Background: an optimization exercise with open tools, aiming at small area and few clock cycles. Do not read the settings as production practice. Where RTL was checked, it was by simulation tests only, not by an equivalence proof against the original.

==> inputs of run H <==
Design F, start of the top module:
module F(
    input empty,
    input [15:0] iu,
    input [15:0] iv,
    input [15:0] offset,
    input [PRECISION-1:0] indatar,
    input [PRECISION-1:0] indatai,
    output read,
    output valid,
    output [15:0] gind,
    output [15:0] cind,
    output [PRECISION-1:0] outdatar,
    output [PRECISION-1:0] outdatai,
    input clk,
    input rst
    );
	parameter PRECISION = 32;
	parameter GSIZE = 32;
	parameter SUPPORT = 7;
	parameter SSIZE = 2*SUPPORT+1;
	reg [3:0] k;	 
	wire last = (k == SSIZE - 1);
	always @(posedge clk)
		if (rst)
			k <= 0;
		else if (!empty)
			k <= last ? 4'd0 : k + 4'd1;
	wire [3:0] n0 = offset[3:0], n1 = offset[7:4], n2 = offset[11:8], n3 = offset[15:12];
	wire [5:0] s = n0 + n1 + n2 + n3;	 
	wire [2:0] c = (s >= 15) + (s >= 30) + (s >= 45) + (s >= 60);
	wire [12:0] q = {n3, 8'd0} + {n3, 4'd0} + {n2, 4'd0} + n3 + n2 + n1 + k + c;
	assign cind = {3'd0, q};
	assign valid = !empty;
  ...
==> module F, before the edit <==
module F(
    input empty,
    input [15:0] iu,
    input [15:0] iv,
    input [15:0] offset,
    input [PRECISION-1:0] indatar,
    input [PRECISION-1:0] indatai,
    output read,
    output valid,
    output [15:0] gind,
    output [15:0] cind,
    output [PRECISION-1:0] outdatar,
    output [PRECISION-1:0] outdatai,
    input clk,
    input rst
    );
	parameter PRECISION = 32;
	parameter GSIZE = 32;
	parameter SUPPORT = 7;
	parameter SSIZE = 2*SUPPORT+1;
	reg [3:0] k;	 
	wire last = (k == SSIZE - 1);
	always @(posedge clk)
		if (rst)
			k <= 0;
		else if (!empty)
			k <= last ? 4'd0 : k + 4'd1;
	wire [3:0] n0 = offset[3:0], n1 = offset[7:4], n2 = offset[11:8], n3 = offset[15:12];
	wire [5:0] s = n0 + n1 + n2 + n3;	 
	wire [2:0] c = (s >= 15) + (s >= 30) + (s >= 45) + (s >= 60);
	wire [12:0] q = {n3, 8'd0} + {n3, 4'd0} + {n2, 4'd0} + n3 + n2 + n1 + k + c;
	assign cind = {3'd0, q};
	assign valid = !empty;
	assign read = !empty && last;
	assign gind = GSIZE * (iv + k) + iu - SUPPORT;
	assign outdatar = indatar;
	assign outdatai = indatai;
endmodule
Settings: LEC_CHECK=0, ABC_AREA=1, CAP_MARGIN=20, CORE_MARGIN=2, CORE_UTILIZATION=40, SLEW_MARGIN=20; clock period 8.0 ns.
run.sh (not shown) runs the stock make flow with config.mk's settings and CLKGATE_MAP_FILE= SYNTH_SCRIPT=/design/flow/synth_recipe.tcl, a recipe that flattens the netlist after the stock synthesis.
==> run M (differences from run H) <==
--- a/flow/design.v
+++ b/flow/design.v
@@ -58,6 +58,7 @@
 	wire [3:0] n0 = offset[3:0], n1 = offset[7:4], n2 = offset[11:8], n3 = offset[15:12];
-	wire [5:0] s = n0 + n1 + n2 + n3;	 
+	wire [4:0] a = n2 + n3;
+	wire [5:0] b = n1 + a;
+	wire [5:0] s = n0 + b;		 
 	wire [2:0] c = (s >= 15) + (s >= 30) + (s >= 45) + (s >= 60);
-	wire [12:0] q = {n3, 8'd0} + {n3, 4'd0} + {n2, 4'd0} + n3 + n2 + n1 + k + c;
-	assign cind = {3'd0, q};
+	wire [5:0] lo = b + c + k;	 
 	assign valid = !empty;
@@ -65,2 +66,3 @@
 	assign gind = GSIZE * (iv + k) + iu - SUPPORT;
+	assign cind = {n3, 8'd0} + {a, 4'd0} + lo;
 	assign outdatar = indatar;
--- a/flow/config.mk
+++ b/flow/config.mk
@@ -7,3 +7,2 @@
 export LEC_CHECK = 0
-export ABC_AREA = 1
 export CAP_MARGIN = 20
==> run K (differences from run H) <==
--- a/flow/design.v
+++ b/flow/design.v
@@ -57,10 +57,35 @@
 			k <= last ? 4'd0 : k + 4'd1;
+	function [16:0] radd(input [15:0] a, input [15:0] b, input ci);
+		integer i;
+		reg c;
+		begin
+			c = ci;
+			for (i = 0; i < 16; i = i + 1) begin
+				radd[i] = a[i] ^ b[i] ^ c;
+				c = (a[i] & b[i]) | (c & (a[i] ^ b[i]));
+			end
+			radd[16] = c;
+		end
+	endfunction
+	function [31:0] csa(input [15:0] a, input [15:0] b, input [15:0] c);
+		csa = {(a & b) | (a & c) | (b & c), a ^ b ^ c};
+	endfunction
 	wire [3:0] n0 = offset[3:0], n1 = offset[7:4], n2 = offset[11:8], n3 = offset[15:12];
-	wire [5:0] s = n0 + n1 + n2 + n3;	 
-	wire [2:0] c = (s >= 15) + (s >= 30) + (s >= 45) + (s >= 60);
-	wire [12:0] q = {n3, 8'd0} + {n3, 4'd0} + {n2, 4'd0} + n3 + n2 + n1 + k + c;
-	assign cind = {3'd0, q};
+	wire [31:0] tc = csa(n1, n2, n3);
+	wire [16:0] t = radd(tc[15:0], {tc[30:16], 1'b0}, 1'b0);	 
+	wire [16:0] s = radd(t, n0, 1'b0);				 
+	wire [1:0] sh = s[5:4];
+	wire [3:0] sl = s[3:0];
+	wire e = (sl == 15) || (sl >= 14 && sh != 0) || (sl >= 13 && sh[1]) || (sl >= 12 && sh == 3);
+	wire [31:0] lc = csa(t[5:0], k, sh);
+	wire [16:0] l = radd(lc[5:0], {lc[20:16], 1'b0}, e);		 
+	wire [16:0] u = radd({n3, n3}, n2, 1'b0);			 
+	wire [16:0] h = radd(u[8:0], l[5:4], 1'b0);
+	assign cind = {3'd0, h[8:0], l[3:0]};
 	assign valid = !empty;
 	assign read = !empty && last;
-	assign gind = GSIZE * (iv + k) + iu - SUPPORT;
+	wire [16:0] gl = radd(iu[4:0], 5'd25, 1'b0);
+	wire [31:0] gc = csa(iv[10:0], iu[15:5], k);
+	wire [16:0] gh = radd(gc[10:0], {gc[25:16], 1'b0}, gl[5]);
+	assign gind = {gh[10:0] - 11'd1, gl[4:0]};
 	assign outdatar = indatar;
==> flow/flow/run.sh (new file) <==
#!/bin/bash
# Standard layout with two changes to synthesis: adders stay plain gates
# (no full/half-adder cells) and ABC maps with flow/abc.script.
# Each tool's output goes to a log file in the work folder.
set -e
W=$(pwd)
{ head -n 1 synth_recipe.tcl; cat flow/abc_proc.tcl; tail -n +2 synth_recipe.tcl; } > own_synth.tcl
export MY_ABC_SCRIPT=$W/flow/abc.script MY_ABC_D=4500
bash standard.sh ADDER_MAP_FILE= SYNTH_SCRIPT=$W/own_synth.tcl BUFFER_PORTS_ARGS="-buffer_cell sky130_fd_sc_hd__buf_1" finish > standard.log 2>&1
==> flow/flow/abc.script (new file) <==
strash; dch; amap; topo; stime -c; upsize -c -D {D}; dnsize -c -D {D}
==> flow/flow/abc_proc.tcl (new file) <==
# Own ABC script for technology mapping: synth.tcl calls abc with its
# -script and -D; this replaces the script with $MY_ABC_SCRIPT, in which
# {D} stands for the delay target $MY_ABC_D (ps).
proc abc {args} {
  set f [open $::env(MY_ABC_SCRIPT) r]
  set s [string map [list "{D}" $::env(MY_ABC_D)] [read $f]]
  close $f
  set script $::env(OBJECTS_DIR)/own_abc.script
  set f [open $script w]
  puts $f $s
  close $f
  set out {}
  for {set i 0} {$i < [llength $args]} {incr i} {
    set a [lindex $args $i]
    if {$a eq "-script"} { incr i; lappend out -script $script; continue }
    if {$a eq "-D"} { incr i; continue }
    lappend out $a
  }
  yosys abc {*}$out
}
==> flow/standard.sh (new file) <==
#!/bin/bash
# synth_recipe.tcl (not shown) runs the flow's synth.tcl, then flattens the netlist and writes it again
# the make line also repeats each setting of config.mk as NAME=value (left out here)
make -C /OpenROAD-flow-scripts/flow DESIGN_CONFIG=/design/flow/config.mk WORK_HOME=/design/flow/orfs CLKGATE_MAP_FILE= SYNTH_SCRIPT=/design/flow/synth_recipe.tcl "${@:-finish}"
--- a/flow/config.mk
+++ b/flow/config.mk
@@ -7,6 +7,7 @@
 export LEC_CHECK = 0
-export ABC_AREA = 1
 export CAP_MARGIN = 20
 export CORE_MARGIN = 2
-export CORE_UTILIZATION = 40
+export CORE_UTILIZATION = 55
+export CTS_BUF_LIST = sky130_fd_sc_hd__clkbuf_2
+export PLACE_DENSITY = 0.9
 export SLEW_MARGIN = 20
removed: flow/run.sh
==> run Y (differences from run H) <==
--- a/flow/design.v
+++ b/flow/design.v
@@ -57,10 +57,55 @@
 			k <= last ? 4'd0 : k + 4'd1;
+	function [16:0] radd(input [15:0] a, input [15:0] b, input ci);
+		integer i;
+		reg c;
+		begin
+			c = ci;
+			for (i = 0; i < 16; i = i + 1) begin
+				radd[i] = a[i] ^ b[i] ^ c;
+				c = (a[i] & b[i]) | (c & (a[i] ^ b[i]));
+			end
+			radd[16] = c;
+		end
+	endfunction
+	function [31:0] csa(input [15:0] a, input [15:0] b, input [15:0] c);
+		csa = {(a & b) | (a & c) | (b & c), a ^ b ^ c};
+	endfunction
+	function [16:0] padd(input [15:0] a, input [15:0] b, input ci);
+		reg [15:0] g, p, gg, pp;
+		integer i, j, l;
+		begin
+			g = a & b;
+			p = a ^ b;
+			gg = g;
+			pp = p;
+			gg[0] = g[0] | (p[0] & ci);
+			for (l = 0; l < 4; l = l + 1)
+				for (i = 0; i < 16; i = i + 1)
+					if ((i >> l) & 1) begin
+						j = ((i >> (l + 1)) << (l + 1)) + (1 << l) - 1;
+						gg[i] = gg[i] | (pp[i] & gg[j]);
+						pp[i] = pp[i] & pp[j];
+					end
+			padd = {gg[15], p ^ {gg[14:0], ci}};
+		end
+	endfunction
 	wire [3:0] n0 = offset[3:0], n1 = offset[7:4], n2 = offset[11:8], n3 = offset[15:12];
-	wire [5:0] s = n0 + n1 + n2 + n3;	 
-	wire [2:0] c = (s >= 15) + (s >= 30) + (s >= 45) + (s >= 60);
-	wire [12:0] q = {n3, 8'd0} + {n3, 4'd0} + {n2, 4'd0} + n3 + n2 + n1 + k + c;
-	assign cind = {3'd0, q};
+	wire [16:0] a = padd(n2, n3, 1'b0);			 
+	wire [16:0] p = padd(n0, n1, 1'b0);			 
+	wire [16:0] s = padd(p[4:0], a[4:0], 1'b0);		 
+	wire [1:0] sh = s[5:4];
+	wire [3:0] sl = s[3:0];
+	wire e = (sl == 15) || (sl >= 14 && sh != 0) || (sl >= 13 && sh[1]) || (sl >= 12 && sh == 3);
+	wire [31:0] dc = csa(n1, a[4:0], k);
+	wire [16:0] d = padd(dc[4:0], {dc[20:16], 1'b0}, 1'b0);	 
+	wire [16:0] lo = padd(d[3:0], sh, e);
+	wire [16:0] hi = padd({n3, a[3:0]}, {a[4], 2'b00, d[5:4]}, lo[4]);
+	assign cind = {3'd0, hi[8:0], lo[3:0]};
 	assign valid = !empty;
 	assign read = !empty && last;
-	assign gind = GSIZE * (iv + k) + iu - SUPPORT;
+	wire [16:0] gl = radd(iu[4:0], 5'd25, 1'b0);
+	wire [31:0] g1 = csa(iv[10:0], iu[15:5], 11'h7ff);
+	wire [31:0] g2 = csa(g1[10:0], {g1[25:16], 1'b0}, k);
+	wire [16:0] gh = radd(g2[10:0], {g2[25:16], 1'b0}, gl[5]);
+	assign gind = {gh[10:0], gl[4:0]};
 	assign outdatar = indatar;
==> flow/flow/run.sh (new file) <==
#!/bin/bash
# Standard layout with two changes to synthesis: adders stay plain gates
# (no full/half-adder cells) and ABC maps with flow/abc.script.
# Each tool's output goes to a log file in the work folder.
set -e
W=$(pwd)
{ head -n 1 synth_recipe.tcl; cat flow/abc_proc.tcl; tail -n +2 synth_recipe.tcl; } > own_synth.tcl
export MY_ABC_SCRIPT=$W/flow/abc.script MY_ABC_D=4500
bash standard.sh ADDER_MAP_FILE= SYNTH_SCRIPT=$W/own_synth.tcl BUFFER_PORTS_ARGS="-buffer_cell sky130_fd_sc_hd__buf_1" finish > standard.log 2>&1
==> flow/flow/abc.script (new file) <==
strash; dc2; resub -K 8; dc2; resub -K 8; dch -f; amap; topo; stime -c
==> flow/flow/abc_proc.tcl (new file) <==
# Own ABC script for technology mapping: synth.tcl calls abc with its
# -script and -D; this replaces the script with $MY_ABC_SCRIPT, in which
# {D} stands for the delay target $MY_ABC_D (ps).
proc abc {args} {
  set f [open $::env(MY_ABC_SCRIPT) r]
  set s [string map [list "{D}" $::env(MY_ABC_D)] [read $f]]
  close $f
  set script $::env(OBJECTS_DIR)/own_abc.script
  set f [open $script w]
  puts $f $s
  close $f
  set out {}
  for {set i 0} {$i < [llength $args]} {incr i} {
    set a [lindex $args $i]
    if {$a eq "-script"} { incr i; lappend out -script $script; continue }
    if {$a eq "-D"} { incr i; continue }
    lappend out $a
  }
  yosys abc {*}$out
}
==> flow/standard.sh (new file) <==
#!/bin/bash
# synth_recipe.tcl (not shown) runs the flow's synth.tcl, then flattens the netlist and writes it again
# the make line also repeats each setting of config.mk as NAME=value (left out here)
make -C /OpenROAD-flow-scripts/flow DESIGN_CONFIG=/design/flow/config.mk WORK_HOME=/design/flow/orfs CLKGATE_MAP_FILE= SYNTH_SCRIPT=/design/flow/synth_recipe.tcl "${@:-finish}"
--- a/flow/config.mk
+++ b/flow/config.mk
@@ -7,6 +7,8 @@
 export LEC_CHECK = 0
-export ABC_AREA = 1
 export CAP_MARGIN = 20
 export CORE_MARGIN = 2
-export CORE_UTILIZATION = 40
+export CORE_UTILIZATION = 55
+export CTS_BUF_LIST = sky130_fd_sc_hd__clkbuf_2
+export CTS_CLUSTER_DIAMETER = 200
+export CTS_CLUSTER_SIZE = 20
 export SLEW_MARGIN = 20
removed: flow/run.sh
==> impl_metrics.py <==
metrics = {
    "worst_setup_path": {
        "reg2reg_depth": 5,
    },
    "timing": {
        "final.setup.worst_slack_ps": -226,
        "setup_viol": 8,
    },
    "layout": {
        "clock_cell_area_share_pct": 0.961,
        "buffer_area_share_pct": 22.5,
        "buffers": 109,
    },
    "logic_synthesis": {
        "synth_common_cells": "nand2_1, inv_1, buf_4",
        "synth_area_leaders": "ha_1, buf_4, nand2_1",
    },
    "grt": {
        "grtUsageMet2_pct": 31.9,
    },
    "status": {
        "so_faults": "setup timing",
        "status": "failed layout checks",
    },
    "min_path": {
        "hp-start": "k[0]$_SDFFE_PP0N_",
    },
    "power_and_ir_drop": {
        "comb_power_uw": 922,
    },
}
The numbers above come from run H.

==> impl_metrics.py <==
metrics = {
    "logic_synthesis": {
        "synth_area_leaders": "ha_1, buf_4, xnor2_1",
        "synth_common_cells": "buf_4, ha_1, inv_1",
    },
    "timing": {
        "final.setup.worst_slack_ps": -1310,
        "setup_viol": 11,
    },
    "layout": {
        "clock_cell_area_share_pct": 1.07,
        "buffers": 128,
        "buffer_area_share_pct": 29.0,
    },
    "status": {
        "status": "failed layout checks",
        "so_faults": "setup timing",
    },
    "cts": {
        "cts_setup_buffers": 18,
    },
    "worst_setup_path": {
        "reg2reg_depth": 3,
    },
    "power_and_ir_drop": {
        "comb_power_mw": 1.05,
        "maxPowerGroup": "combinational cells",
    },
    "grt": {
        "grtUsageMet2_pct": 32.9,
    },
}
The numbers above come from run M.

==> impl_metrics.py <==
metrics = {
    "layout": {
        "clock_cell_area_share_pct": 0.670,
        "buffer_area_share_pct": 22.2,
    },
    "timing": {
        "final.setup.worst_slack_ps": -113,
        "setup_viol": 4,
    },
    "power_and_ir_drop": {
        "comb_power_uw": 298,
    },
    "status": {
        "status": "failed layout checks",
        "so_faults": "setup timing",
    },
    "grt": {
        "grtUsageMet2_pct": 42.7,
    },
    "logic_synthesis": {
        "synth_area_leaders": "buf_4, o21ai_0, nand2_1",
    },
}
The numbers above come from run K.

==> impl_metrics.py <==
metrics = {
    "min_path": {
        "hp-start": "k[3]$_SDFFE_PP0N_",
    },
    "layout": {
        "buffers": 83,
        "buffer_area_share_pct": 18.0,
        "clock_cell_area_share_pct": 0.796,
    },
    "status": {
        "status": "complete, no violations",
    },
    "logic_synthesis": {
        "synth_common_cells": "buf_4, nor2_1, nand2_1",
        "synth_area_leaders": "buf_4, a21oi_1, o21ai_0",
    },
    "power_and_ir_drop": {
        "comb_power_uw": 220,
    },
    "timing": {
        "final.setup.worst_slack_ps": 606,
        "setup_viol": 0,
    },
    "grt": {
        "grtUsageMet2_pct": 45.3,
        "grt_pass1_wl_um": 8300,
    },
}
The numbers above come from run Y.

Testbench counts of run H, summed over its fixed seeds: cycles 21,630.
Testbench counts of run K, summed over its fixed seeds: cycles 21,630.
Testbench counts of run Y, summed over its fixed seeds: cycles 21,630.
The RTL of run M was laid out without a check of its function.

re-timing with driven ports:
Ports are ideal in the flow. The routed layouts listed here were re-timed in OpenROAD. Step 1 assumes that a clkbuf_16 drives the clock port and a buf_2 every other input. Step 2, shift: input delay + t, output delay - t, t = (earliest + latest rising clock arrival at the registers) / 2. This alone moves slack from input paths to output paths. Slacks: ideal ports / drivers / drivers and shift; pairs: ideal ports / drivers.
| run | shift t [ns] | setup slack, ns | worst setup path at the end | worst data-port slew with drivers (ns) | pins driven straight from the clock port |
|---|---|---|---|---|---|
| run H | 0.237 | -0.226 / -0.281 / -0.281 | input to output | 0.10 | 1 |
| run M | 0.240 | -1.306 / -1.345 / -1.345 | input to output | 0.12 | 1 |
| run K | 0.234 | -0.113 / -0.164 / -0.164 | input to output | 0.13 | 1 |
| run Y | 0.220 | 0.606 / 0.584 / 0.584 | input to output | 0.15 | 1 |
The setup slack of run H, which loses most, moves by -0.055 ns with the drivers and by -0.055 ns with both steps.
